From an optimization exercise on the open Yosys and OpenROAD flow, aimed at small area, a short achievable clock period and few clock cycles per item; shortcuts taken in it are not production practice. No run shown here included a check of the RTL's function; only the layout flow was run.

$ cat run.sh
#!/bin/bash
# synth_recipe.tcl (not shown) runs the flow's synth.tcl, then flattens the netlist and writes it again
# the make line also repeats each setting of config.mk as NAME=value (left out here)
make -C /OpenROAD-flow-scripts/flow DESIGN_CONFIG=/design/flow/config.mk WORK_HOME=/design/flow/orfs CLKGATE_MAP_FILE= SYNTH_SCRIPT=/design/flow/synth_recipe.tcl finish
$ cat config.mk
export PLATFORM = sky130hd
export DESIGN_NAME = cordic_vec_top
export DESIGN_NICKNAME = cordic_vec_top
export VERILOG_FILES = /design/flow/design.v
export SDC_FILE = /design/flow/constraint.sdc
export NUM_CORES = 4
export LEC_CHECK = 0
export ABC_CLOCK_PERIOD_IN_PS = 2500
export CAP_MARGIN = 20
export CORE_MARGIN = 2
export CORE_UTILIZATION = 40
export SETUP_SLACK_MARGIN = 5
export SLEW_MARGIN = 20
$ cat constraint.sdc
create_clock -name core_clock -period 9.0 [get_ports {clk}]
set_input_delay 1.8000 -clock core_clock [delete_from_list [all_inputs] [get_ports {clk}]]
set_output_delay 1.8000 -clock core_clock [all_outputs]
set_load 0.01 [all_outputs]
$ cat design.v
module cordic_vec_top (
    input  logic clk,
    input  logic rst_n,
    input  logic in_valid,
    output logic in_ready,
    input  logic signed [15:0] x_start,
    input  logic signed [15:0] y_start,
    output logic out_valid,
    input  logic out_ready,
    output logic signed [15:0] mag,
    output logic signed [31:0] theta
);
    logic k_v, o_v, adv;
    assign adv = ~k_v;
    assign in_ready = adv;
    logic o_en;
    assign o_en = ~o_v | out_ready;
    logic [15:0] s0_x, s0_y;
    logic s0_v;
    always_ff @(posedge clk) if (adv) begin s0_x <= x_start; s0_y <= y_start; end
    logic xneg, yneg, xz, yz, sflip;
    logic [16:0] pa, pb;
    assign xneg = s0_x[15]; assign yneg = s0_y[15];
    assign xz = (s0_x == 16'd0); assign yz = (s0_y == 16'd0);
    assign pa = xneg ? (17'd0 - {1'b1, s0_x}) : {1'b0, s0_x};
    assign pb = yneg ? (17'd0 - {1'b1, s0_y}) : {1'b0, s0_y};
    assign sflip = (~xneg & ~xz & ~yneg) | (xneg & (yneg | yz));
    logic [16:0] x_1;
    logic [15:0] y_1;
    logic d_0;
    logic [1:0] q0;
    assign x_1 = pa + pb;
    assign y_1 = sflip ? (pb[15:0] - pa[15:0]) : (pa[15:0] - pb[15:0]);
    assign d_0 = (~xneg & ~xz & yneg) | (xneg & ~yneg & ~yz);
    assign q0 = xz ? {yneg, 1'b1} : (xneg ? 2'b10 : 2'b00);
    logic s1_v;
    logic [16:0] s1_x;
    logic [0:0] s1_d;
    logic [1:0] s1_q;
    logic [15:0] s1_y;
    always_ff @(posedge clk) if (adv) begin s1_x <= x_1; s1_d <= {d_0}; s1_q <= q0; s1_y <= y_1; end
    logic d_1;
    assign d_1 = s1_y[15];
    logic [16:0] x_2;
    logic signed [16:0] ysh_1;
    assign ysh_1 = $signed({{1{s1_y[15]}}, s1_y}) >>> 1;
    assign x_2 = s1_x + (ysh_1 ^ {17{d_1}}) + {16'd0, d_1};
    logic [15:0] xsh_1, y_2;
    assign xsh_1 = 16'(s1_x >> 1);
    assign y_2 = s1_y[15:0] + (xsh_1 ^ {16{~d_1}}) + {15'd0, ~d_1};
    logic s2_v;
    logic [16:0] s2_x;
    logic [1:0] s2_d;
    logic [1:0] s2_q;
    logic [15:0] s2_y;
    always_ff @(posedge clk) if (adv) begin s2_x <= x_2; s2_d <= {d_1, s1_d[0]}; s2_q <= s1_q; s2_y <= y_2; end
    logic d_2;
    assign d_2 = s2_y[15];
    logic [16:0] x_3;
    logic signed [16:0] ysh_2;
    assign ysh_2 = $signed({{1{s2_y[15]}}, s2_y}) >>> 2;
    assign x_3 = s2_x + (ysh_2 ^ {17{d_2}}) + {16'd0, d_2};
    logic [14:0] xsh_2, y_3;
    assign xsh_2 = 15'(s2_x >> 2);
    assign y_3 = s2_y[14:0] + (xsh_2 ^ {15{~d_2}}) + {14'd0, ~d_2};
    logic s3_v;
    logic [16:0] s3_x;
    logic [2:0] s3_d;
    logic [1:0] s3_q;
    logic [14:0] s3_y;
    always_ff @(posedge clk) if (adv) begin s3_x <= x_3; s3_d <= {d_2, s2_d[1], s2_d[0]}; s3_q <= s2_q; s3_y <= y_3; end
    logic d_3;
    assign d_3 = s3_y[14];
    logic [16:0] x_4;
    logic signed [16:0] ysh_3;
    assign ysh_3 = $signed({{2{s3_y[14]}}, s3_y}) >>> 3;
    assign x_4 = s3_x + (ysh_3 ^ {17{d_3}}) + {16'd0, d_3};
    logic [13:0] xsh_3, y_4;
    assign xsh_3 = 14'(s3_x >> 3);
    assign y_4 = s3_y[13:0] + (xsh_3 ^ {14{~d_3}}) + {13'd0, ~d_3};
    logic s4_v;
    logic [16:0] s4_x;
    logic [3:0] s4_d;
    logic [1:0] s4_q;
    logic [13:0] s4_y;
    always_ff @(posedge clk) if (adv) begin s4_x <= x_4; s4_d <= {d_3, s3_d[2], s3_d[1], s3_d[0]}; s4_q <= s3_q; s4_y <= y_4; end
    logic d_4;
    assign d_4 = s4_y[13];
    logic [16:0] x_5;
    logic signed [16:0] ysh_4;
    assign ysh_4 = $signed({{3{s4_y[13]}}, s4_y}) >>> 4;
    assign x_5 = s4_x + (ysh_4 ^ {17{d_4}}) + {16'd0, d_4};
    logic [13:0] xsh_4, y_5;
    assign xsh_4 = 14'(s4_x >> 4);
    assign y_5 = s4_y[13:0] + (xsh_4 ^ {14{~d_4}}) + {13'd0, ~d_4};
    logic s5_v;
    logic [16:0] s5_x;
    logic [4:0] s5_d;
    logic [1:0] s5_q;
    logic [13:0] s5_y;
    always_ff @(posedge clk) if (adv) begin s5_x <= x_5; s5_d <= {d_4, s4_d[3], s4_d[2], s4_d[1], s4_d[0]}; s5_q <= s4_q; s5_y <= y_5; end
    logic d_5;
    assign d_5 = s5_y[13];
    logic [16:0] x_6;
    logic signed [16:0] ysh_5;
    assign ysh_5 = $signed({{3{s5_y[13]}}, s5_y}) >>> 5;
    assign x_6 = s5_x + (ysh_5 ^ {17{d_5}}) + {16'd0, d_5};
    logic [12:0] xsh_5, y_6;
    assign xsh_5 = 13'(s5_x >> 5);
    assign y_6 = s5_y[12:0] + (xsh_5 ^ {13{~d_5}}) + {12'd0, ~d_5};
    logic s6_v;
    logic [16:0] s6_x;
    logic [5:0] s6_d;
    logic [1:0] s6_q;
    logic [12:0] s6_y;
    always_ff @(posedge clk) if (adv) begin s6_x <= x_6; s6_d <= {d_5, s5_d[4], s5_d[3], s5_d[2], s5_d[1], s5_d[0]}; s6_q <= s5_q; s6_y <= y_6; end
    logic d_6;
    assign d_6 = s6_y[12];
    logic [16:0] x_7;
    logic signed [16:0] ysh_6;
    assign ysh_6 = $signed({{4{s6_y[12]}}, s6_y}) >>> 6;
    assign x_7 = s6_x + (ysh_6 ^ {17{d_6}}) + {16'd0, d_6};
    logic [11:0] xsh_6, y_7;
    assign xsh_6 = 12'(s6_x >> 6);
    assign y_7 = s6_y[11:0] + (xsh_6 ^ {12{~d_6}}) + {11'd0, ~d_6};
    logic d_7;
    assign d_7 = y_7[11];
    logic [16:0] x_8;
    logic signed [16:0] ysh_7;
    assign ysh_7 = $signed({{5{y_7[11]}}, y_7}) >>> 7;
    assign x_8 = x_7 + (ysh_7 ^ {17{d_7}}) + {16'd0, d_7};
    logic [10:0] xsh_7, y_8;
    assign xsh_7 = 11'(x_7 >> 7);
    assign y_8 = y_7[10:0] + (xsh_7 ^ {11{~d_7}}) + {10'd0, ~d_7};
    logic s7_v;
    logic [16:0] s7_x;
    logic [7:0] s7_d;
    logic [1:0] s7_q;
    logic [10:0] s7_y;
    always_ff @(posedge clk) if (adv) begin s7_x <= x_8; s7_d <= {d_7, d_6, s6_d[5], s6_d[4], s6_d[3], s6_d[2], s6_d[1], s6_d[0]}; s7_q <= s6_q; s7_y <= y_8; end
    logic d_8;
    assign d_8 = s7_y[10];
    logic [16:0] x_9;
    logic signed [16:0] ysh_8;
    assign ysh_8 = $signed({{6{s7_y[10]}}, s7_y}) >>> 8;
    assign x_9 = s7_x + (ysh_8 ^ {17{d_8}}) + {16'd0, d_8};
    logic [9:0] xsh_8, y_9;
    assign xsh_8 = 10'(s7_x >> 8);
    assign y_9 = s7_y[9:0] + (xsh_8 ^ {10{~d_8}}) + {9'd0, ~d_8};
    logic d_9;
    assign d_9 = y_9[9];
    logic [16:0] x_10;
    assign x_10 = x_9 + {16'd0, d_9};
    logic [8:0] xsh_9, y_10;
    assign xsh_9 = 9'(x_9 >> 9);
    assign y_10 = y_9[8:0] + (xsh_9 ^ {9{~d_9}}) + {8'd0, ~d_9};
    logic s8_v;
    logic [16:0] s8_x;
    logic [9:0] s8_d;
    logic [1:0] s8_q;
    logic [8:0] s8_y;
    always_ff @(posedge clk) if (adv) begin s8_x <= x_10; s8_d <= {d_9, d_8, s7_d[7], s7_d[6], s7_d[5], s7_d[4], s7_d[3], s7_d[2], s7_d[1], s7_d[0]}; s8_q <= s7_q; s8_y <= y_10; end
    logic d_10;
    assign d_10 = s8_y[8];
    logic [16:0] x_11;
    assign x_11 = s8_x + {16'd0, d_10};
    logic [7:0] xsh_10, y_11;
    assign xsh_10 = 8'(s8_x >> 10);
    assign y_11 = s8_y[7:0] + (xsh_10 ^ {8{~d_10}}) + {7'd0, ~d_10};
    logic d_11;
    assign d_11 = y_11[7];
    logic [16:0] x_12;
    assign x_12 = x_11 + {16'd0, d_11};
    logic [6:0] xsh_11, y_12;
    assign xsh_11 = 7'(x_11 >> 11);
    assign y_12 = y_11[6:0] + (xsh_11 ^ {7{~d_11}}) + {6'd0, ~d_11};
    logic d_12;
    assign d_12 = y_12[6];
    logic [16:0] x_13;
    assign x_13 = x_12 + {16'd0, d_12};
    logic [5:0] xsh_12, y_13;
    assign xsh_12 = 6'(x_12 >> 12);
    assign y_13 = y_12[5:0] + (xsh_12 ^ {6{~d_12}}) + {5'd0, ~d_12};
    logic s9_v;
    logic [16:0] s9_x;
    logic [12:0] s9_d;
    logic [1:0] s9_q;
    logic [5:0] s9_y;
    always_ff @(posedge clk) if (adv) begin s9_x <= x_13; s9_d <= {d_12, d_11, d_10, s8_d[9], s8_d[8], s8_d[7], s8_d[6], s8_d[5], s8_d[4], s8_d[3], s8_d[2], s8_d[1], s8_d[0]}; s9_q <= s8_q; s9_y <= y_13; end
    logic d_13;
    assign d_13 = s9_y[5];
    logic [16:0] x_14;
    assign x_14 = s9_x + {16'd0, d_13};
    logic [4:0] xsh_13, y_14;
    assign xsh_13 = 5'(s9_x >> 13);
    assign y_14 = s9_y[4:0] + (xsh_13 ^ {5{~d_13}}) + {4'd0, ~d_13};
    logic d_14;
    assign d_14 = y_14[4];
    logic [16:0] x_15;
    assign x_15 = x_14 + {16'd0, d_14};
    logic [4:0] xsh_14, y_15;
    assign xsh_14 = 5'(x_14 >> 14);
    assign y_15 = y_14[4:0] + (xsh_14 ^ {5{~d_14}}) + {4'd0, ~d_14};
    logic d_15;
    assign d_15 = y_15[4];
    logic [16:0] x_16;
    assign x_16 = x_15 + {16'd0, d_15};
    logic s10_v;
    logic [16:0] s10_x;
    logic [15:0] s10_d;
    logic [1:0] s10_q;
    always_ff @(posedge clk) if (adv) begin s10_x <= x_16; s10_d <= {d_15, d_14, d_13, s9_d[12], s9_d[11], s9_d[10], s9_d[9], s9_d[8], s9_d[7], s9_d[6], s9_d[5], s9_d[4], s9_d[3], s9_d[2], s9_d[1], s9_d[0]}; s10_q <= s9_q; end
    wire mc_1;
    wire mc_2;
    assign mc_1 = 1'b1 ^ ~s10_x[0] ^ s10_x[2];
    assign mc_2 = (1'b1 & ~s10_x[0]) | (1'b1 & s10_x[2]) | (~s10_x[0] & s10_x[2]);
    wire mc_3;
    wire mc_4;
    assign mc_3 = 1'b1 ^ ~s10_x[3] ^ ~s10_x[0];
    assign mc_4 = (1'b1 & ~s10_x[3]) | (1'b1 & ~s10_x[0]) | (~s10_x[3] & ~s10_x[0]);
    wire mc_5;
    wire mc_6;
    assign mc_5 = ~s10_x[4] ^ ~s10_x[1] ^ s10_x[6];
    assign mc_6 = (~s10_x[4] & ~s10_x[1]) | (~s10_x[4] & s10_x[6]) | (~s10_x[1] & s10_x[6]);
    wire mc_7;
    wire mc_8;
    assign mc_7 = ~s10_x[5] ^ ~s10_x[2] ^ s10_x[7];
    assign mc_8 = (~s10_x[5] & ~s10_x[2]) | (~s10_x[5] & s10_x[7]) | (~s10_x[2] & s10_x[7]);
    wire mc_9;
    wire mc_10;
    assign mc_9 = 1'b1 ^ ~s10_x[6] ^ ~s10_x[3];
    assign mc_10 = (1'b1 & ~s10_x[6]) | (1'b1 & ~s10_x[3]) | (~s10_x[6] & ~s10_x[3]);
    wire mc_11;
    wire mc_12;
    assign mc_11 = ~s10_x[7] ^ ~s10_x[4] ^ ~s10_x[1];
    assign mc_12 = (~s10_x[7] & ~s10_x[4]) | (~s10_x[7] & ~s10_x[1]) | (~s10_x[4] & ~s10_x[1]);
    wire mc_13;
    wire mc_14;
    assign mc_13 = ~s10_x[8] ^ ~s10_x[5] ^ ~s10_x[2];
    assign mc_14 = (~s10_x[8] & ~s10_x[5]) | (~s10_x[8] & ~s10_x[2]) | (~s10_x[5] & ~s10_x[2]);
    wire mc_15;
    wire mc_16;
    assign mc_15 = ~s10_x[9] ^ ~s10_x[6] ^ ~s10_x[3];
    assign mc_16 = (~s10_x[9] & ~s10_x[6]) | (~s10_x[9] & ~s10_x[3]) | (~s10_x[6] & ~s10_x[3]);
    wire mc_17;
    wire mc_18;
    assign mc_17 = ~s10_x[10] ^ ~s10_x[7] ^ ~s10_x[4];
    assign mc_18 = (~s10_x[10] & ~s10_x[7]) | (~s10_x[10] & ~s10_x[4]) | (~s10_x[7] & ~s10_x[4]);
    wire mc_19;
    wire mc_20;
    assign mc_19 = ~s10_x[11] ^ ~s10_x[8] ^ ~s10_x[5];
    assign mc_20 = (~s10_x[11] & ~s10_x[8]) | (~s10_x[11] & ~s10_x[5]) | (~s10_x[8] & ~s10_x[5]);
    wire mc_21;
    wire mc_22;
    assign mc_21 = s10_x[13] ^ s10_x[2] ^ s10_x[0];
    assign mc_22 = (s10_x[13] & s10_x[2]) | (s10_x[13] & s10_x[0]) | (s10_x[2] & s10_x[0]);
    wire mc_23;
    wire mc_24;
    assign mc_23 = ~s10_x[12] ^ ~s10_x[9] ^ ~s10_x[6];
    assign mc_24 = (~s10_x[12] & ~s10_x[9]) | (~s10_x[12] & ~s10_x[6]) | (~s10_x[9] & ~s10_x[6]);
    wire mc_25;
    wire mc_26;
    assign mc_25 = s10_x[14] ^ s10_x[3] ^ s10_x[1];
    assign mc_26 = (s10_x[14] & s10_x[3]) | (s10_x[14] & s10_x[1]) | (s10_x[3] & s10_x[1]);
    wire mc_27;
    wire mc_28;
    assign mc_27 = ~s10_x[13] ^ ~s10_x[10] ^ ~s10_x[7];
    assign mc_28 = (~s10_x[13] & ~s10_x[10]) | (~s10_x[13] & ~s10_x[7]) | (~s10_x[10] & ~s10_x[7]);
    wire mc_29;
    wire mc_30;
    assign mc_29 = s10_x[15] ^ s10_x[4] ^ s10_x[2];
    assign mc_30 = (s10_x[15] & s10_x[4]) | (s10_x[15] & s10_x[2]) | (s10_x[4] & s10_x[2]);
    wire mc_31;
    wire mc_32;
    assign mc_31 = ~s10_x[14] ^ ~s10_x[11] ^ ~s10_x[8];
    assign mc_32 = (~s10_x[14] & ~s10_x[11]) | (~s10_x[14] & ~s10_x[8]) | (~s10_x[11] & ~s10_x[8]);
    wire mc_33;
    wire mc_34;
    assign mc_33 = s10_x[16] ^ s10_x[5] ^ s10_x[3];
    assign mc_34 = (s10_x[16] & s10_x[5]) | (s10_x[16] & s10_x[3]) | (s10_x[5] & s10_x[3]);
    wire mc_35;
    wire mc_36;
    assign mc_35 = ~s10_x[15] ^ ~s10_x[12] ^ ~s10_x[9];
    assign mc_36 = (~s10_x[15] & ~s10_x[12]) | (~s10_x[15] & ~s10_x[9]) | (~s10_x[12] & ~s10_x[9]);
    wire mc_37;
    wire mc_38;
    assign mc_37 = ~s10_x[16] ^ ~s10_x[13] ^ ~s10_x[10];
    assign mc_38 = (~s10_x[16] & ~s10_x[13]) | (~s10_x[16] & ~s10_x[10]) | (~s10_x[13] & ~s10_x[10]);
    wire mc_39;
    wire mc_40;
    assign mc_39 = 1'b1 ^ ~s10_x[14] ^ ~s10_x[11];
    assign mc_40 = (1'b1 & ~s10_x[14]) | (1'b1 & ~s10_x[11]) | (~s10_x[14] & ~s10_x[11]);
    wire mc_41;
    wire mc_42;
    assign mc_41 = 1'b1 ^ ~s10_x[15] ^ ~s10_x[12];
    assign mc_42 = (1'b1 & ~s10_x[15]) | (1'b1 & ~s10_x[12]) | (~s10_x[15] & ~s10_x[12]);
    wire mc_43;
    wire mc_44;
    assign mc_43 = 1'b1 ^ ~s10_x[16] ^ ~s10_x[13];
    assign mc_44 = (1'b1 & ~s10_x[16]) | (1'b1 & ~s10_x[13]) | (~s10_x[16] & ~s10_x[13]);
    wire mc_45;
    wire mc_46;
    assign mc_45 = ~s10_x[14] ^ s10_x[11] ^ s10_x[9];
    assign mc_46 = (~s10_x[14] & s10_x[11]) | (~s10_x[14] & s10_x[9]) | (s10_x[11] & s10_x[9]);
    wire mc_47;
    wire mc_48;
    assign mc_47 = 1'b1 ^ ~s10_x[15] ^ s10_x[12];
    assign mc_48 = (1'b1 & ~s10_x[15]) | (1'b1 & s10_x[12]) | (~s10_x[15] & s10_x[12]);
    wire mc_49;
    wire mc_50;
    assign mc_49 = 1'b1 ^ ~s10_x[16] ^ s10_x[13];
    assign mc_50 = (1'b1 & ~s10_x[16]) | (1'b1 & s10_x[13]) | (~s10_x[16] & s10_x[13]);
    wire mc_51;
    wire mc_52;
    assign mc_51 = 1'b1 ^ s10_x[15] ^ s10_x[13];
    assign mc_52 = (1'b1 & s10_x[15]) | (1'b1 & s10_x[13]) | (s10_x[15] & s10_x[13]);
    wire mc_53;
    wire mc_54;
    assign mc_53 = 1'b1 ^ s10_x[16] ^ s10_x[14];
    assign mc_54 = (1'b1 & s10_x[16]) | (1'b1 & s10_x[14]) | (s10_x[16] & s10_x[14]);
    wire mc_55;
    wire mc_56;
    assign mc_55 = ~s10_x[1] ^ s10_x[3] ^ mc_2;
    assign mc_56 = (~s10_x[1] & s10_x[3]) | (~s10_x[1] & mc_2) | (s10_x[3] & mc_2);
    wire mc_57;
    wire mc_58;
    assign mc_57 = ~s10_x[0] ^ s10_x[8] ^ mc_9;
    assign mc_58 = (~s10_x[0] & s10_x[8]) | (~s10_x[0] & mc_9) | (s10_x[8] & mc_9);
    wire mc_59;
    wire mc_60;
    assign mc_59 = s10_x[9] ^ mc_11 ^ mc_10;
    assign mc_60 = (s10_x[9] & mc_11) | (s10_x[9] & mc_10) | (mc_11 & mc_10);
    wire mc_61;
    wire mc_62;
    assign mc_61 = s10_x[10] ^ mc_13 ^ mc_12;
    assign mc_62 = (s10_x[10] & mc_13) | (s10_x[10] & mc_12) | (mc_13 & mc_12);
    wire mc_63;
    wire mc_64;
    assign mc_63 = s10_x[11] ^ s10_x[0] ^ mc_15;
    assign mc_64 = (s10_x[11] & s10_x[0]) | (s10_x[11] & mc_15) | (s10_x[0] & mc_15);
    wire mc_65;
    wire mc_66;
    assign mc_65 = s10_x[12] ^ s10_x[1] ^ mc_17;
    assign mc_66 = (s10_x[12] & s10_x[1]) | (s10_x[12] & mc_17) | (s10_x[1] & mc_17);
    wire mc_67;
    wire mc_68;
    assign mc_67 = mc_21 ^ mc_19 ^ mc_18;
    assign mc_68 = (mc_21 & mc_19) | (mc_21 & mc_18) | (mc_19 & mc_18);
    wire mc_69;
    wire mc_70;
    assign mc_69 = mc_25 ^ mc_23 ^ mc_22;
    assign mc_70 = (mc_25 & mc_23) | (mc_25 & mc_22) | (mc_23 & mc_22);
    wire mc_71;
    wire mc_72;
    assign mc_71 = mc_29 ^ mc_27 ^ mc_26;
    assign mc_72 = (mc_29 & mc_27) | (mc_29 & mc_26) | (mc_27 & mc_26);
    wire mc_73;
    wire mc_74;
    assign mc_73 = mc_33 ^ mc_31 ^ mc_30;
    assign mc_74 = (mc_33 & mc_31) | (mc_33 & mc_30) | (mc_31 & mc_30);
    wire mc_75;
    wire mc_76;
    assign mc_75 = s10_x[6] ^ s10_x[4] ^ mc_35;
    assign mc_76 = (s10_x[6] & s10_x[4]) | (s10_x[6] & mc_35) | (s10_x[4] & mc_35);
    wire mc_77;
    wire mc_78;
    assign mc_77 = s10_x[7] ^ s10_x[5] ^ mc_37;
    assign mc_78 = (s10_x[7] & s10_x[5]) | (s10_x[7] & mc_37) | (s10_x[5] & mc_37);
    wire mc_79;
    wire mc_80;
    assign mc_79 = s10_x[8] ^ s10_x[6] ^ mc_39;
    assign mc_80 = (s10_x[8] & s10_x[6]) | (s10_x[8] & mc_39) | (s10_x[6] & mc_39);
    wire mc_81;
    wire mc_82;
    assign mc_81 = s10_x[9] ^ s10_x[7] ^ mc_41;
    assign mc_82 = (s10_x[9] & s10_x[7]) | (s10_x[9] & mc_41) | (s10_x[7] & mc_41);
    wire mc_83;
    wire mc_84;
    assign mc_83 = s10_x[10] ^ s10_x[8] ^ mc_43;
    assign mc_84 = (s10_x[10] & s10_x[8]) | (s10_x[10] & mc_43) | (s10_x[8] & mc_43);
    wire mc_85;
    wire mc_86;
    assign mc_85 = s10_x[10] ^ mc_47 ^ mc_46;
    assign mc_86 = (s10_x[10] & mc_47) | (s10_x[10] & mc_46) | (mc_47 & mc_46);
    wire mc_87;
    wire mc_88;
    assign mc_87 = s10_x[11] ^ mc_49 ^ mc_48;
    assign mc_88 = (s10_x[11] & mc_49) | (s10_x[11] & mc_48) | (mc_49 & mc_48);
    wire mc_89;
    wire mc_90;
    assign mc_89 = s10_x[14] ^ s10_x[12] ^ mc_50;
    assign mc_90 = (s10_x[14] & s10_x[12]) | (s10_x[14] & mc_50) | (s10_x[12] & mc_50);
    wire mc_91;
    wire mc_92;
    assign mc_91 = 1'b1 ^ s10_x[15] ^ mc_54;
    assign mc_92 = (1'b1 & s10_x[15]) | (1'b1 & mc_54) | (s10_x[15] & mc_54);
    wire mc_93;
    wire mc_94;
    assign mc_93 = ~s10_x[2] ^ s10_x[4] ^ mc_56;
    assign mc_94 = (~s10_x[2] & s10_x[4]) | (~s10_x[2] & mc_56) | (s10_x[4] & mc_56);
    wire mc_95;
    wire mc_96;
    assign mc_95 = mc_14 ^ mc_63 ^ mc_62;
    assign mc_96 = (mc_14 & mc_63) | (mc_14 & mc_62) | (mc_63 & mc_62);
    wire mc_97;
    wire mc_98;
    assign mc_97 = mc_16 ^ mc_65 ^ mc_64;
    assign mc_98 = (mc_16 & mc_65) | (mc_16 & mc_64) | (mc_65 & mc_64);
    wire mc_99;
    wire mc_100;
    assign mc_99 = mc_20 ^ mc_69 ^ mc_68;
    assign mc_100 = (mc_20 & mc_69) | (mc_20 & mc_68) | (mc_69 & mc_68);
    wire mc_101;
    wire mc_102;
    assign mc_101 = mc_24 ^ mc_71 ^ mc_70;
    assign mc_102 = (mc_24 & mc_71) | (mc_24 & mc_70) | (mc_71 & mc_70);
    wire mc_103;
    wire mc_104;
    assign mc_103 = mc_28 ^ mc_73 ^ mc_72;
    assign mc_104 = (mc_28 & mc_73) | (mc_28 & mc_72) | (mc_73 & mc_72);
    wire mc_105;
    wire mc_106;
    assign mc_105 = mc_34 ^ mc_32 ^ mc_75;
    assign mc_106 = (mc_34 & mc_32) | (mc_34 & mc_75) | (mc_32 & mc_75);
    wire mc_107;
    wire mc_108;
    assign mc_107 = mc_36 ^ mc_77 ^ mc_76;
    assign mc_108 = (mc_36 & mc_77) | (mc_36 & mc_76) | (mc_77 & mc_76);
    wire mc_109;
    wire mc_110;
    assign mc_109 = mc_38 ^ mc_79 ^ mc_78;
    assign mc_110 = (mc_38 & mc_79) | (mc_38 & mc_78) | (mc_79 & mc_78);
    wire mc_111;
    wire mc_112;
    assign mc_111 = mc_40 ^ mc_81 ^ mc_80;
    assign mc_112 = (mc_40 & mc_81) | (mc_40 & mc_80) | (mc_81 & mc_80);
    wire mc_113;
    wire mc_114;
    assign mc_113 = mc_42 ^ mc_83 ^ mc_82;
    assign mc_114 = (mc_42 & mc_83) | (mc_42 & mc_82) | (mc_83 & mc_82);
    wire mc_115;
    wire mc_116;
    assign mc_115 = mc_45 ^ mc_44 ^ mc_84;
    assign mc_116 = (mc_45 & mc_44) | (mc_45 & mc_84) | (mc_44 & mc_84);
    wire mc_117;
    wire mc_118;
    assign mc_117 = 1'b1 ^ s10_x[16] ^ mc_92;
    assign mc_118 = (1'b1 & s10_x[16]) | (1'b1 & mc_92) | (s10_x[16] & mc_92);
    wire mc_119;
    wire mc_120;
    assign mc_119 = s10_x[5] ^ mc_3 ^ mc_94;
    assign mc_120 = (s10_x[5] & mc_3) | (s10_x[5] & mc_94) | (mc_3 & mc_94);
    wire mc_121;
    wire mc_122;
    assign mc_121 = mc_67 ^ mc_66 ^ mc_98;
    assign mc_122 = (mc_67 & mc_66) | (mc_67 & mc_98) | (mc_66 & mc_98);
    wire mc_123;
    wire mc_124;
    assign mc_123 = mc_74 ^ mc_105 ^ mc_104;
    assign mc_124 = (mc_74 & mc_105) | (mc_74 & mc_104) | (mc_105 & mc_104);
    wire mc_125;
    wire mc_126;
    assign mc_125 = mc_5 ^ mc_4 ^ mc_120;
    assign mc_126 = (mc_5 & mc_4) | (mc_5 & mc_120) | (mc_4 & mc_120);
    wire mc_127;
    wire mc_128;
    assign mc_127 = mc_107 ^ mc_106 ^ mc_124;
    assign mc_128 = (mc_107 & mc_106) | (mc_107 & mc_124) | (mc_106 & mc_124);
    wire mc_129;
    wire mc_130;
    assign mc_129 = mc_7 ^ mc_6 ^ mc_126;
    assign mc_130 = (mc_7 & mc_6) | (mc_7 & mc_126) | (mc_6 & mc_126);
    wire mc_131;
    wire mc_132;
    assign mc_131 = mc_109 ^ mc_108 ^ mc_128;
    assign mc_132 = (mc_109 & mc_108) | (mc_109 & mc_128) | (mc_108 & mc_128);
    wire mc_133;
    wire mc_134;
    assign mc_133 = mc_8 ^ mc_57 ^ mc_130;
    assign mc_134 = (mc_8 & mc_57) | (mc_8 & mc_130) | (mc_57 & mc_130);
    wire mc_135;
    wire mc_136;
    assign mc_135 = mc_111 ^ mc_110 ^ mc_132;
    assign mc_136 = (mc_111 & mc_110) | (mc_111 & mc_132) | (mc_110 & mc_132);
    wire mc_137;
    wire mc_138;
    assign mc_137 = mc_59 ^ mc_58 ^ mc_134;
    assign mc_138 = (mc_59 & mc_58) | (mc_59 & mc_134) | (mc_58 & mc_134);
    wire mc_139;
    wire mc_140;
    assign mc_139 = mc_113 ^ mc_112 ^ mc_136;
    assign mc_140 = (mc_113 & mc_112) | (mc_113 & mc_136) | (mc_112 & mc_136);
    wire mc_141;
    wire mc_142;
    assign mc_141 = mc_61 ^ mc_60 ^ mc_138;
    assign mc_142 = (mc_61 & mc_60) | (mc_61 & mc_138) | (mc_60 & mc_138);
    wire mc_143;
    wire mc_144;
    assign mc_143 = mc_115 ^ mc_114 ^ mc_140;
    assign mc_144 = (mc_115 & mc_114) | (mc_115 & mc_140) | (mc_114 & mc_140);
    wire mc_145;
    wire mc_146;
    assign mc_145 = mc_85 ^ mc_116 ^ mc_144;
    assign mc_146 = (mc_85 & mc_116) | (mc_85 & mc_144) | (mc_116 & mc_144);
    wire mc_147;
    wire mc_148;
    assign mc_147 = mc_87 ^ mc_86 ^ mc_146;
    assign mc_148 = (mc_87 & mc_86) | (mc_87 & mc_146) | (mc_86 & mc_146);
    wire mc_149;
    wire mc_150;
    assign mc_149 = mc_89 ^ mc_88 ^ mc_148;
    assign mc_150 = (mc_89 & mc_88) | (mc_89 & mc_148) | (mc_88 & mc_148);
    wire mc_151;
    wire mc_152;
    assign mc_151 = mc_51 ^ mc_90 ^ mc_150;
    assign mc_152 = (mc_51 & mc_90) | (mc_51 & mc_150) | (mc_90 & mc_150);
    wire mc_153;
    wire mc_154;
    assign mc_153 = mc_53 ^ mc_52 ^ mc_152;
    assign mc_154 = (mc_53 & mc_52) | (mc_53 & mc_152) | (mc_52 & mc_152);
    logic [31:0] zt0;
    always_comb case ({~s10_d[3], ~s10_d[2], ~s10_d[1], ~s10_d[0]})
        4'd0: zt0 = 32'hb8f830b3;
        4'd1: zt0 = 32'hf8f830b3;
        4'd2: zt0 = 32'hdec03aed;
        4'd3: zt0 = 32'h1ec03aed;
        4'd4: zt0 = 32'hcceea169;
        4'd5: zt0 = 32'hceea169;
        4'd6: zt0 = 32'hf2b6aba3;
        4'd7: zt0 = 32'h32b6aba3;
        4'd8: zt0 = 32'hc31a545b;
        4'd9: zt0 = 32'h31a545b;
        4'd10: zt0 = 32'he8e25e95;
        4'd11: zt0 = 32'h28e25e95;
        4'd12: zt0 = 32'hd710c511;
        4'd13: zt0 = 32'h1710c511;
        4'd14: zt0 = 32'hfcd8cf4b;
        4'd15: zt0 = 32'h3cd8cf4b;
    endcase
    logic [27:0] zt1;
    always_comb case ({~s10_d[7], ~s10_d[6], ~s10_d[5], ~s10_d[4]})
        4'd0: zt1 = 28'h0;
        4'd1: zt1 = 28'h5161a86;
        4'd2: zt1 = 28'h28aefc2;
        4'd3: zt1 = 28'h7a10a48;
        4'd4: zt1 = 28'h145d83c;
        4'd5: zt1 = 28'h65bf2c2;
        4'd6: zt1 = 28'h3d0c7fe;
        4'd7: zt1 = 28'h8e6e284;
        4'd8: zt1 = 28'ha3e2aa;
        4'd9: zt1 = 28'h5b9fd30;
        4'd10: zt1 = 28'h32ed26c;
        4'd11: zt1 = 28'h844ecf2;
        4'd12: zt1 = 28'h1e9bae6;
        4'd13: zt1 = 28'h6ffd56c;
        4'd14: zt1 = 28'h474aaa8;
        4'd15: zt1 = 28'h98ac52e;
    endcase
    logic [23:0] zt2;
    always_comb case ({~s10_d[11], ~s10_d[10], ~s10_d[9], ~s10_d[8]})
        4'd0: zt2 = 24'h0;
        4'd1: zt2 = 24'h51f2a6;
        4'd2: zt2 = 24'h28fcdc;
        4'd3: zt2 = 24'h7aef82;
        4'd4: zt2 = 24'h14f990;
        4'd5: zt2 = 24'h66ec36;
        4'd6: zt2 = 24'h3df66c;
        4'd7: zt2 = 24'h8fe912;
        4'd8: zt2 = 24'ha7cc8;
        4'd9: zt2 = 24'h5c6f6e;
        4'd10: zt2 = 24'h3379a4;
        4'd11: zt2 = 24'h856c4a;
        4'd12: zt2 = 24'h1f7658;
        4'd13: zt2 = 24'h7168fe;
        4'd14: zt2 = 24'h487334;
        4'd15: zt2 = 24'h9a65da;
    endcase
    logic [19:0] zt3;
    always_comb case ({~s10_d[15], ~s10_d[14], ~s10_d[13], ~s10_d[12]})
        4'd0: zt3 = 20'h0;
        4'd1: zt3 = 20'h53e64;
        4'd2: zt3 = 20'h29f32;
        4'd3: zt3 = 20'h7dd96;
        4'd4: zt3 = 20'h14f98;
        4'd5: zt3 = 20'h68dfc;
        4'd6: zt3 = 20'h3eeca;
        4'd7: zt3 = 20'h92d2e;
        4'd8: zt3 = 20'ha7cc;
        4'd9: zt3 = 20'h5e630;
        4'd10: zt3 = 20'h346fe;
        4'd11: zt3 = 20'h88562;
        4'd12: zt3 = 20'h1f764;
        4'd13: zt3 = 20'h735c8;
        4'd14: zt3 = 20'h49696;
        4'd15: zt3 = 20'h9d4fa;
    endcase
    wire zc_1;
    wire zc_2;
    assign zc_1 = zt3[0] ^ zt2[0] ^ zt1[0];
    assign zc_2 = (zt3[0] & zt2[0]) | (zt3[0] & zt1[0]) | (zt2[0] & zt1[0]);
    wire zc_3;
    wire zc_4;
    assign zc_3 = zt3[1] ^ zt2[1] ^ zt1[1];
    assign zc_4 = (zt3[1] & zt2[1]) | (zt3[1] & zt1[1]) | (zt2[1] & zt1[1]);
    wire zc_5;
    wire zc_6;
    assign zc_5 = zt3[2] ^ zt2[2] ^ zt1[2];
    assign zc_6 = (zt3[2] & zt2[2]) | (zt3[2] & zt1[2]) | (zt2[2] & zt1[2]);
    wire zc_7;
    wire zc_8;
    assign zc_7 = zt3[3] ^ zt2[3] ^ zt1[3];
    assign zc_8 = (zt3[3] & zt2[3]) | (zt3[3] & zt1[3]) | (zt2[3] & zt1[3]);
    wire zc_9;
    wire zc_10;
    assign zc_9 = zt3[4] ^ zt2[4] ^ zt1[4];
    assign zc_10 = (zt3[4] & zt2[4]) | (zt3[4] & zt1[4]) | (zt2[4] & zt1[4]);
    wire zc_11;
    wire zc_12;
    assign zc_11 = zt3[5] ^ zt2[5] ^ zt1[5];
    assign zc_12 = (zt3[5] & zt2[5]) | (zt3[5] & zt1[5]) | (zt2[5] & zt1[5]);
    wire zc_13;
    wire zc_14;
    assign zc_13 = zt3[6] ^ zt2[6] ^ zt1[6];
    assign zc_14 = (zt3[6] & zt2[6]) | (zt3[6] & zt1[6]) | (zt2[6] & zt1[6]);
    wire zc_15;
    wire zc_16;
    assign zc_15 = zt3[7] ^ zt2[7] ^ zt1[7];
    assign zc_16 = (zt3[7] & zt2[7]) | (zt3[7] & zt1[7]) | (zt2[7] & zt1[7]);
    wire zc_17;
    wire zc_18;
    assign zc_17 = zt3[8] ^ zt2[8] ^ zt1[8];
    assign zc_18 = (zt3[8] & zt2[8]) | (zt3[8] & zt1[8]) | (zt2[8] & zt1[8]);
    wire zc_19;
    wire zc_20;
    assign zc_19 = zt3[9] ^ zt2[9] ^ zt1[9];
    assign zc_20 = (zt3[9] & zt2[9]) | (zt3[9] & zt1[9]) | (zt2[9] & zt1[9]);
    wire zc_21;
    wire zc_22;
    assign zc_21 = zt3[10] ^ zt2[10] ^ zt1[10];
    assign zc_22 = (zt3[10] & zt2[10]) | (zt3[10] & zt1[10]) | (zt2[10] & zt1[10]);
    wire zc_23;
    wire zc_24;
    assign zc_23 = zt3[11] ^ zt2[11] ^ zt1[11];
    assign zc_24 = (zt3[11] & zt2[11]) | (zt3[11] & zt1[11]) | (zt2[11] & zt1[11]);
    wire zc_25;
    wire zc_26;
    assign zc_25 = zt3[12] ^ zt2[12] ^ zt1[12];
    assign zc_26 = (zt3[12] & zt2[12]) | (zt3[12] & zt1[12]) | (zt2[12] & zt1[12]);
    wire zc_27;
    wire zc_28;
    assign zc_27 = zt3[13] ^ zt2[13] ^ zt1[13];
    assign zc_28 = (zt3[13] & zt2[13]) | (zt3[13] & zt1[13]) | (zt2[13] & zt1[13]);
    wire zc_29;
    wire zc_30;
    assign zc_29 = zt3[14] ^ zt2[14] ^ zt1[14];
    assign zc_30 = (zt3[14] & zt2[14]) | (zt3[14] & zt1[14]) | (zt2[14] & zt1[14]);
    wire zc_31;
    wire zc_32;
    assign zc_31 = zt3[15] ^ zt2[15] ^ zt1[15];
    assign zc_32 = (zt3[15] & zt2[15]) | (zt3[15] & zt1[15]) | (zt2[15] & zt1[15]);
    wire zc_33;
    wire zc_34;
    assign zc_33 = zt3[16] ^ zt2[16] ^ zt1[16];
    assign zc_34 = (zt3[16] & zt2[16]) | (zt3[16] & zt1[16]) | (zt2[16] & zt1[16]);
    wire zc_35;
    wire zc_36;
    assign zc_35 = zt3[17] ^ zt2[17] ^ zt1[17];
    assign zc_36 = (zt3[17] & zt2[17]) | (zt3[17] & zt1[17]) | (zt2[17] & zt1[17]);
    wire zc_37;
    wire zc_38;
    assign zc_37 = zt3[18] ^ zt2[18] ^ zt1[18];
    assign zc_38 = (zt3[18] & zt2[18]) | (zt3[18] & zt1[18]) | (zt2[18] & zt1[18]);
    wire zc_39;
    wire zc_40;
    assign zc_39 = zt3[19] ^ zt2[19] ^ zt1[19];
    assign zc_40 = (zt3[19] & zt2[19]) | (zt3[19] & zt1[19]) | (zt2[19] & zt1[19]);
    wire zc_41;
    wire zc_42;
    assign zc_41 = zt2[20] ^ zt1[20] ^ zt0[20];
    assign zc_42 = (zt2[20] & zt1[20]) | (zt2[20] & zt0[20]) | (zt1[20] & zt0[20]);
    wire zc_43;
    wire zc_44;
    assign zc_43 = zt2[21] ^ zt1[21] ^ zt0[21];
    assign zc_44 = (zt2[21] & zt1[21]) | (zt2[21] & zt0[21]) | (zt1[21] & zt0[21]);
    wire zc_45;
    wire zc_46;
    assign zc_45 = zt2[22] ^ zt1[22] ^ zt0[22];
    assign zc_46 = (zt2[22] & zt1[22]) | (zt2[22] & zt0[22]) | (zt1[22] & zt0[22]);
    wire zc_47;
    wire zc_48;
    assign zc_47 = zt2[23] ^ zt1[23] ^ zt0[23];
    assign zc_48 = (zt2[23] & zt1[23]) | (zt2[23] & zt0[23]) | (zt1[23] & zt0[23]);
    wire zc_49;
    wire zc_50;
    assign zc_49 = zt0[1] ^ zc_3 ^ zc_2;
    assign zc_50 = (zt0[1] & zc_3) | (zt0[1] & zc_2) | (zc_3 & zc_2);
    wire zc_51;
    wire zc_52;
    assign zc_51 = zt0[2] ^ zc_5 ^ zc_4;
    assign zc_52 = (zt0[2] & zc_5) | (zt0[2] & zc_4) | (zc_5 & zc_4);
    wire zc_53;
    wire zc_54;
    assign zc_53 = zt0[3] ^ zc_7 ^ zc_6;
    assign zc_54 = (zt0[3] & zc_7) | (zt0[3] & zc_6) | (zc_7 & zc_6);
    wire zc_55;
    wire zc_56;
    assign zc_55 = zt0[4] ^ zc_9 ^ zc_8;
    assign zc_56 = (zt0[4] & zc_9) | (zt0[4] & zc_8) | (zc_9 & zc_8);
    wire zc_57;
    wire zc_58;
    assign zc_57 = zt0[5] ^ zc_11 ^ zc_10;
    assign zc_58 = (zt0[5] & zc_11) | (zt0[5] & zc_10) | (zc_11 & zc_10);
    wire zc_59;
    wire zc_60;
    assign zc_59 = zt0[6] ^ zc_13 ^ zc_12;
    assign zc_60 = (zt0[6] & zc_13) | (zt0[6] & zc_12) | (zc_13 & zc_12);
    wire zc_61;
    wire zc_62;
    assign zc_61 = zt0[7] ^ zc_15 ^ zc_14;
    assign zc_62 = (zt0[7] & zc_15) | (zt0[7] & zc_14) | (zc_15 & zc_14);
    wire zc_63;
    wire zc_64;
    assign zc_63 = zt0[8] ^ zc_17 ^ zc_16;
    assign zc_64 = (zt0[8] & zc_17) | (zt0[8] & zc_16) | (zc_17 & zc_16);
    wire zc_65;
    wire zc_66;
    assign zc_65 = zt0[9] ^ zc_19 ^ zc_18;
    assign zc_66 = (zt0[9] & zc_19) | (zt0[9] & zc_18) | (zc_19 & zc_18);
    wire zc_67;
    wire zc_68;
    assign zc_67 = zt0[10] ^ zc_21 ^ zc_20;
    assign zc_68 = (zt0[10] & zc_21) | (zt0[10] & zc_20) | (zc_21 & zc_20);
    wire zc_69;
    wire zc_70;
    assign zc_69 = zt0[11] ^ zc_23 ^ zc_22;
    assign zc_70 = (zt0[11] & zc_23) | (zt0[11] & zc_22) | (zc_23 & zc_22);
    wire zc_71;
    wire zc_72;
    assign zc_71 = zt0[12] ^ zc_25 ^ zc_24;
    assign zc_72 = (zt0[12] & zc_25) | (zt0[12] & zc_24) | (zc_25 & zc_24);
    wire zc_73;
    wire zc_74;
    assign zc_73 = zt0[13] ^ zc_27 ^ zc_26;
    assign zc_74 = (zt0[13] & zc_27) | (zt0[13] & zc_26) | (zc_27 & zc_26);
    wire zc_75;
    wire zc_76;
    assign zc_75 = zt0[14] ^ zc_29 ^ zc_28;
    assign zc_76 = (zt0[14] & zc_29) | (zt0[14] & zc_28) | (zc_29 & zc_28);
    wire zc_77;
    wire zc_78;
    assign zc_77 = zt0[15] ^ zc_31 ^ zc_30;
    assign zc_78 = (zt0[15] & zc_31) | (zt0[15] & zc_30) | (zc_31 & zc_30);
    wire zc_79;
    wire zc_80;
    assign zc_79 = zt0[16] ^ zc_33 ^ zc_32;
    assign zc_80 = (zt0[16] & zc_33) | (zt0[16] & zc_32) | (zc_33 & zc_32);
    wire zc_81;
    wire zc_82;
    assign zc_81 = zt0[17] ^ zc_35 ^ zc_34;
    assign zc_82 = (zt0[17] & zc_35) | (zt0[17] & zc_34) | (zc_35 & zc_34);
    wire zc_83;
    wire zc_84;
    assign zc_83 = zt0[18] ^ zc_37 ^ zc_36;
    assign zc_84 = (zt0[18] & zc_37) | (zt0[18] & zc_36) | (zc_37 & zc_36);
    wire zc_85;
    wire zc_86;
    assign zc_85 = zt0[19] ^ zc_39 ^ zc_38;
    assign zc_86 = (zt0[19] & zc_39) | (zt0[19] & zc_38) | (zc_39 & zc_38);
    wire zc_87;
    wire zc_88;
    assign zc_87 = zt1[24] ^ zt0[24] ^ zc_48;
    assign zc_88 = (zt1[24] & zt0[24]) | (zt1[24] & zc_48) | (zt0[24] & zc_48);
    wire zc_89;
    wire zc_90;
    assign zc_89 = zc_41 ^ zc_40 ^ zc_86;
    assign zc_90 = (zc_41 & zc_40) | (zc_41 & zc_86) | (zc_40 & zc_86);
    wire zc_91;
    wire zc_92;
    assign zc_91 = zt1[25] ^ zt0[25] ^ zc_88;
    assign zc_92 = (zt1[25] & zt0[25]) | (zt1[25] & zc_88) | (zt0[25] & zc_88);
    wire zc_93;
    wire zc_94;
    assign zc_93 = zc_43 ^ zc_42 ^ zc_90;
    assign zc_94 = (zc_43 & zc_42) | (zc_43 & zc_90) | (zc_42 & zc_90);
    wire zc_95;
    wire zc_96;
    assign zc_95 = zt1[26] ^ zt0[26] ^ zc_92;
    assign zc_96 = (zt1[26] & zt0[26]) | (zt1[26] & zc_92) | (zt0[26] & zc_92);
    wire zc_97;
    wire zc_98;
    assign zc_97 = zc_45 ^ zc_44 ^ zc_94;
    assign zc_98 = (zc_45 & zc_44) | (zc_45 & zc_94) | (zc_44 & zc_94);
    wire zc_99;
    wire zc_100;
    assign zc_99 = zt1[27] ^ zt0[27] ^ zc_96;
    assign zc_100 = (zt1[27] & zt0[27]) | (zt1[27] & zc_96) | (zt0[27] & zc_96);
    wire zc_101;
    wire zc_102;
    assign zc_101 = zc_47 ^ zc_46 ^ zc_98;
    assign zc_102 = (zc_47 & zc_46) | (zc_47 & zc_98) | (zc_46 & zc_98);
    logic [30:0] mu, mv;
    logic [31:0] zu, zv;
    assign mu = {mc_117, mc_154, mc_153, mc_151, mc_149, mc_147, mc_145, mc_143, mc_139, mc_135, mc_131, mc_127, mc_123, mc_102, mc_100, mc_122, mc_121, mc_96, mc_142, mc_141, mc_137, mc_133, mc_129, mc_125, mc_119, mc_93, mc_55, mc_1, s10_x[1], s10_x[0], 1'b0};
    assign mv = {1'b0, mc_91, 1'b0, 1'b0, 1'b0, 1'b0, 1'b0, 1'b0, 1'b0, 1'b0, 1'b0, 1'b0, 1'b0, mc_103, mc_101, mc_99, 1'b0, mc_97, mc_95, 1'b0, 1'b0, 1'b0, 1'b0, 1'b0, 1'b0, 1'b0, 1'b0, 1'b0, 1'b0, 1'b0, 1'b0};
    assign zu = {zt0[31], zt0[30], zt0[29], zc_100, zc_99, zc_95, zc_91, zc_102, zc_101, zc_97, zc_93, zc_89, zc_84, zc_82, zc_80, zc_78, zc_76, zc_74, zc_72, zc_70, zc_68, zc_66, zc_64, zc_62, zc_60, zc_58, zc_56, zc_54, zc_52, zc_50, zc_49, zc_1};
    assign zv = {s10_q[1], s10_q[0], 1'b0, zt0[28], 1'b0, 1'b0, 1'b0, zc_87, 1'b0, 1'b0, 1'b0, 1'b0, zc_85, zc_83, zc_81, zc_79, zc_77, zc_75, zc_73, zc_71, zc_69, zc_67, zc_65, zc_63, zc_61, zc_59, zc_57, zc_55, zc_53, zc_51, 1'b0, zt0[0]};
    logic s11_v;
    logic [15:0] s11_mu, s11_mv;
    logic s11_mc;
    logic [31:0] s11_z;
    logic [15:0] mlo;
    assign mlo = {1'b0, mu[14:0]} + {1'b0, mv[14:0]};
    always_ff @(posedge clk) if (adv) begin s11_mu <= mu[30:15]; s11_mv <= mv[30:15]; s11_mc <= mlo[15]; s11_z <= zu + zv; end
    logic [15:0] f_mag;
    logic [31:0] f_theta;
    assign f_mag = s11_mu + s11_mv + {15'd0, s11_mc};
    assign f_theta = s11_z;
    always_ff @(posedge clk or negedge rst_n) begin
        if (!rst_n) begin
            s0_v <= 1'b0;
            s1_v <= 1'b0;
            s2_v <= 1'b0;
            s3_v <= 1'b0;
            s4_v <= 1'b0;
            s5_v <= 1'b0;
            s6_v <= 1'b0;
            s7_v <= 1'b0;
            s8_v <= 1'b0;
            s9_v <= 1'b0;
            s10_v <= 1'b0;
            s11_v <= 1'b0;
            k_v <= 1'b0;
            o_v <= 1'b0;
        end else begin
            if (adv) begin
                s0_v <= in_valid;
                s1_v <= s0_v;
                s2_v <= s1_v;
                s3_v <= s2_v;
                s4_v <= s3_v;
                s5_v <= s4_v;
                s6_v <= s5_v;
                s7_v <= s6_v;
                s8_v <= s7_v;
                s9_v <= s8_v;
                s10_v <= s9_v;
                s11_v <= s10_v;
            end
            k_v <= ~o_en & (k_v | s11_v);
            if (o_en) o_v <= k_v | s11_v;
        end
    end
    logic [15:0] k_mag, o_mag;
    logic [31:0] k_theta, o_theta;
    always_ff @(posedge clk) if (adv) begin k_mag <= f_mag; k_theta <= f_theta; end
    always_ff @(posedge clk) if (o_en) begin
        o_mag <= k_v ? k_mag : f_mag;
        o_theta <= k_v ? k_theta : f_theta;
    end
    assign out_valid = o_v;
    assign mag = o_mag;
    assign theta = o_theta;
endmodule
==> reports/qor.yml, run 1 <==
die:
  start_util_pct: 40.4
  dieWidth_um: 314
  io_pins: 86
  core_um2: 95000
  num_rows: 113
  die-area_um2: 98400
  die_h_um: 314
clock_tree:
  htree_levels: 3
  cts_buffers: 69
  clk_pin_slew_ps: 60
  cts_root_buf: "clkbuf_16"
  ctsLongestPathBuffers: 3
  clock_latency_ps: 620
  cts_hold_buf: 0
  cts_tree: "yes"
  clock-sinks: 565
placement:
  portBuffers: 85
  placed_cell_area_um2: 41300
  globalplace.congestion: 0.863
  dp_hpwl_um: 57600
yosys:
  synth_warnings: 1
  yosysUniqueCellTypes: 86
  synth_fp_nets: 3961
  ys_async_sr_fraction_pct: 2.48
  synth_seq_cells: 565
  synth_edf_count: 503
  ys_seq_area_share_pct: 42.8
  synthFlopType: "edfxtp_1"
  synthCells: 3484
  synth_area_per_cell_um2: 11.0
  syn_area_um2: 38400
cells_and_area:
  utilization_pct: 50.0
  drive_gt1_share_pct: 21.2
  syn2layout_area_growth_pct: 23.8
  final_cell_mix: "503 x edfxtp_1, 344 x xnor2_1, 288 x inv_1, 271 x ha_1, 211 x buf_4"
  diodes: 0
  top_regs: "k_theta x32, o_theta x32, s11_z x31"
  final_common_cell: "edfxtp_1"
  fin_area_um2: 47500
  nets: 4313
setup_path:
  arrival_ps: 6390
  cp-start-kind: "flop"
  crit_fanout: 2
  worstPathRequired_ps: 9360
  critical_path_class: "flop to flop"
  end_kind: "flop"
flow_run:
  cap_violations: 0
routing:
  routed_via_density: 5.01
  first_pass_iters: 5
  drc: 0
  num_vias: 25800
  final_antenna_net_count: 0
  wl_per_cell_um: 15.9
  routed_wl_um: 82200
  drt_iter0_drc: 1388
timing:
  period_needed_ps: 6030
  hold_violations: 0
  post-route-period-util_pct: 67.0
  relSlewSlack_pct: 21.0
  clock_skew_ps: 33.1
  fmax_mhz: 166
  worst_pin_slew_ps: 1180
  rsz0062_at_grt: "yes"
  setup_violations: 0
  drv_slew: 0
  tns_ps: 0
grt:
  grt_max_degree: 175
  antenna_found_initial: 1
  grtUsageTotal_pct: 16.4
  grt_pass1_wl_um: 132000
  first_global_vias: 25900
  gr-total-overflow: 0
min_path:
  min_path_type: "flop to flop"
outcome:
  status: "finished clean"
==> worst max-delay path, stage by stage (launching register included) <==
cell	delay, ps
edfxtp_1	400
inv_4	50
fa_1	490
inv_1	50
fa_1	470
inv_1	50
fa_1	450
inv_2	70
fa_2	190
inv_2	40
fa_2	340
fa_2	360
fa_2	340
fa_2	350
fa_2	350
fa_2	340
fa_2	340
fa_2	350
fa_2	340
fa_2	410
==> metal layers <==
metal	GRT usage [%]	routed length, um	up-vias
li1	-	-	12900
met1	20.6	35700	12400
met2	28.9	41100	383
met3	2.60	2780	164
met4	5.27	2620	0
met5	0	0	-
==> per-stage QoR <==
step	hold WS [ps]	worst slack, ps	instances
floorplan	400	981	3484
global placement	401	2840	4755
detailed placement	405	2750	4755
CTS	411	2940	5071
global route	421	2790	5156
finish	411	2970	5156
==> cell usage after synthesis, drive strengths merged, types with 8 or more instances <==
library cell | count | area, um^2
edfxtp | 503 | 15100
xnor2 | 394 | 3450
inv | 312 | 1170
ha | 308 | 3850
nor2 | 200 | 751
xor2 | 195 | 1720
nand2 | 187 | 704
a21oi | 180 | 901
o21ai | 162 | 815
fa | 133 | 2660
nand3 | 73 | 370
clkbuf | 68 | 255
a21o | 66 | 495
mux2 | 58 | 653
nand2b | 58 | 363
nor3 | 52 | 260
dfxtp | 48 | 961
o21bai | 48 | 360
nor2b | 30 | 188
a31oi | 28 | 181
and3 | 27 | 169
buf | 25 | 111
and2 | 23 | 144
nand4 | 22 | 138
or3 | 20 | 135
a21boi | 19 | 143
mux2i | 19 | 190
o21a | 19 | 143
o31ai | 18 | 140
a211oi | 15 | 113
dfrtp | 14 | 350
nor4 | 14 | 87.6
a31o | 11 | 96.3
nor3b | 11 | 82.6
and4 | 9 | 78.8
maj3 | 9 | 90.1
o41ai | 9 | 78.8
o211ai | 8 | 60.1
or2 | 8 | 50.1
==> cell families after synthesis <==
family,synth area share [%]
mux,2.20
xor+xnor,13.5
compound gates,10.5
buf+inv,4.04
simple gates,9.73
fa+ha+maj,17.2
flops,42.8
==> worst paths after layout <==
kind | start | endpoint | slack, ps | cells past startpoint
max | s10_x[12] | s11_mu[13] | 2970 | 19
min | s9_d[2] | s10_d[2] | 410 | 0
min reg2reg | s9_d[2] | s10_d[2] | 410 | 0
max reg2reg | s10_x[12] | s11_mu[13] | 2970 | 19
max in group asynchronous | rst_n | k_v | 7010 | 1
min in group asynchronous | rst_n | s0_v | 1560 | 1
==> cell type report <==
cell class | instances | area, um^2
fill | 8372 | 47500
clock buffer | 86 | 1880
multi-input combinational | 2511 | 22700
timing repair buffer | 374 | 3360
sequential | 565 | 16400
inverter | 315 | 1210
tap | 1265 | 1580
clock inverter | 40 | 357
==> repair_timing <==
item                       4_1_cts  5_1_grt
buffers inserted               190       85
gates resized for setup        206      189
setup endpoints to repair      134      129
pin swaps                      131      123
==> run 2, diff against run 1 <==
--- a/config.mk
+++ b/config.mk
@@ -5,9 +5,7 @@
 export SDC_FILE = /design/flow/constraint.sdc
 export NUM_CORES = 4
 export LEC_CHECK = 0
-export ABC_CLOCK_PERIOD_IN_PS = 2500
 export CAP_MARGIN = 20
 export CORE_MARGIN = 2
 export CORE_UTILIZATION = 40
-export SETUP_SLACK_MARGIN = 5
 export SLEW_MARGIN = 20
==> run 2 against run 1 <==
  * Sequential cell count did not move
  * Highest routed layer unchanged
  * Non-clock buffer count fell by 274
  * Clock skew fell by 5.0 ps
==> reports/qor.yml, run 2 <==
outcome:
  status: "finished clean"
setup_path:
  crit_fanout: 4  # +2
  end_kind: "flop"
  reg2reg_from: "s10_x[9]"
  reg2reg_to: "s11_mu[13]"
  worstPathRequired_ps: 9360  # about the same
  path_delay_family: "adder cells"
  crit_buf_inv: 5  # unchanged
  arrival_ps: 6970  # +580 ps
  critical_path_class: "flop to flop"
  crit_chain: "inv_1, fa_1, inv_1, fa_1, inv_1, fa_1, inv_1, fa_1, inv_1, fa_1, fa_1, fa_1, fa_1, fa_1, fa_1, fa_1, fa_1, fa_1, fa_1"
  path_common_cell: "fa_1"
  cp-start-kind: "flop"
  ff2ff_path_depth: 19  # unchanged
  r2r_slack_ps: 2390  # -580 ps
  crit_cells: 19  # unchanged
  cpMaxStageDelayCell: "fa_1"
  cpPeakStageDelay_ps: 560  # +70 ps
min_path:
  holdCritStartpoint: "s9_d[8]"
  min_path_cells: 0  # unchanged
  hold_end: "s10_d[8]"
  min_path_type: "flop to flop"
yosys:
  ys_async_sr_fraction_pct: 2.48  # unchanged
  syn_area_um2: 38400  # unchanged
  synth_common_cells: "503 x edfxtp_1, 394 x xnor2_1, 311 x inv_1"
  yosysUniqueCellTypes: 86  # unchanged
  synthFlopType: "edfxtp_1"
  synth_edf_count: 503  # unchanged
  yosysTopAreaCell: "edfxtp_1"
  synth_top_area_share_pct: 39.4  # unchanged
  synth_area_per_cell_um2: 11.0  # unchanged
  synth_seq_cells: 565  # unchanged
  synth.top_cells.by_area: "edfxtp_1 39%, ha_1 10%, xnor2_1 9.0%"
  synth_warnings: 1  # unchanged
  synthCells: 3484  # unchanged
  synth.most_common_cell: "edfxtp_1"
  ys_seq_area_share_pct: 42.8  # unchanged
  synth_fp_nets: 3961  # unchanged
cells_and_area:
  syn2layout_area_growth_pct: 11.8
  fillers: 8867  # +5.9%
  utilization_pct: 45.1  # -4.8 points
  final_common_cell: "edfxtp_1"
  nets: 4039  # -6.4%
  top_regs: "k_theta x32, o_theta x32, s11_z x31"
  diodes: 0  # unchanged
  fin_area_um2: 42900  # -9.7%
  drive_gt1_share_pct: 6.28  # -15 points
  final_cell_mix: "503 x edfxtp_1, 394 x xnor2_1, 310 x inv_1, 308 x ha_1, 200 x nor2_1"
clock_tree:
  clock-sinks: 565  # unchanged
  post_cts_buffers: 0  # -100%
  cts_resized: 0  # -100%
  htree_levels: 3  # unchanged
  cts_buffers: 69  # unchanged
  cts_root_buf: "clkbuf_16"
  cts_hold_buf: 0  # unchanged
  clk_pin_slew_ps: 60  # about the same
  ctsLongestPathBuffers: 3  # unchanged
  clock_latency_ps: 620  # about the same
  cts_tree: "yes"
timing:
  worst_pin_slew_ps: 989  # -187 ps
  relSlewSlack_pct: 33.6  # +13 points
  fmax_mhz: 151  # -8.8%
  rsz0062_at_grt: "no"
  hold_violations: 0  # unchanged
  period_needed_ps: 6610  # +582 ps
  tns_ps: 0  # unchanged
  post-route-period-util_pct: 73.5  # +6.5 points
  drv_slew: 0  # unchanged
  hold_slack_ps: 409  # -2.48 ps
  setup_violations: 0  # unchanged
  clock_skew_ps: 28.1  # -5.00 ps
routing:
  routed_wl_um: 75100  # -8.7%
  wl_per_cell_um: 15.4  # -3.5%
  drt_iter0_drc: 1393  # +0.36%
  routed_via_density: 4.96  # -0.97%
  first_pass_iters: 5  # unchanged
  drc: 0  # unchanged
  num_vias: 24200  # -6.2%
  final_antenna_net_count: 0  # unchanged
die:
  io_pins: 86  # unchanged
  start_util_pct: 40.4  # unchanged
  die_h_um: 314  # unchanged
  core_um2: 95000  # unchanged
  dieWidth_um: 314  # unchanged
  die-area_um2: 98400  # unchanged
  num_rows: 113  # unchanged
grt:
  first_global_vias: 24200  # -6.3%
  gr-total-overflow: 0  # unchanged
  grt_max_degree: 155  # -11%
  grtUsageTotal_pct: 15.5  # -0.89 points
  antenna_found_initial: 1  # unchanged
  grt_pass1_wl_um: 125000  # -5.4%
placement:
  dp_hpwl_um: 57300  # -0.59%
  globalplace.congestion: 0.854  # -1.1%
  portBuffers: 85  # unchanged
  placed_cell_area_um2: 40600  # -1.7%
flow_run:
  cap_violations: 0  # unchanged
[run 2: cell count changes in the layout (fill, tap and decap cells not counted), sizes merged]
cell	change
clkinv	-4
buf	-274
inv	+4
clkbuf	-7
clkinvlp	+2
bufinv	+4
[run 2: stage by stage]
stage	setup slack, ps	cells
2_1_floorplan	499	3484
3_3_place_gp	2390	4756
3_5_place_dp	2330	4756
4_1_cts	2350	4881
5_1_grt	2070	4881
6_report	2390	4881
[run 2: how the worst max path moves through the flow]
stage                 end       from  slack (ps)
6_report       s11_mu[13]   s10_x[9]        2390
3_3_place_gp   s11_mu[13]   s10_x[9]        2390
2_1_floorplan     s0_x[0]        k_v         500
3_5_place_dp   s11_mu[13]   s10_x[9]        2330
5_1_grt        s11_mu[13]  s10_x[12]        2070
4_1_cts        s11_mu[13]   s10_x[9]        2350
[run 2: cell type report]
class                      instances  area (um^2)  share of cell area (%)
multi-input combinational       2511        20400                    47.6
timing repair buffer             100          988                    2.30
inverter                         315         1190                    2.77
sequential                       565        16400                    38.3
tap                             1265         1580                    3.69
clock buffer                      79         1790                    4.18
clock inverter                    46          526                    1.23
[run 2: routing by layer]
metal	up-vias	track usage (%)	share of wire [%]
met5	-	0	0
met4	0	4.87	2.4
met3	103	1.99	2.8
met2	297	27.1	49
met1	11500	20.0	46
li1	12300	-	-
[run 2: cell families after synthesis]
logic type / count (synthesis) / share of synthesized area [%]
simple gates: 758 / 9.73
buf+inv: 408 / 4.04
compound gates: 636 / 10.5
flops: 565 / 42.8
fa+ha+maj: 450 / 17.2
mux: 77 / 2.20
xor+xnor: 590 / 13.5

==> what the ideal ports hide <==
No port has a modelled driver above. Below, the same layouts with a new extraction and two added sets of constraints.
Step 1, drivers: a clkbuf_16 drives clk and a buf_2 each remaining input, both assumed.
Step 2 times the ports against the registers' clock, not the clock port: input delays grow and output delays shrink by t, the midpoint of the rising clock arrivals with the driver on.
a / b / c = ideal ports / drivers / drivers and shift; a / b = the first two.
run | t, ns | slack for setup (ns) | worst setup path at the end | worst slew at a driven data input, ns | pins driven straight from the clock port
run 1 | 0.666 | 2.968 / 2.968 / 2.968 | register to register | 0.04 | 1
run 2 | 0.674 | 2.385 / 2.385 / 2.385 | register to register | 0.05 | 1
After both steps every run listed still meets setup and hold.
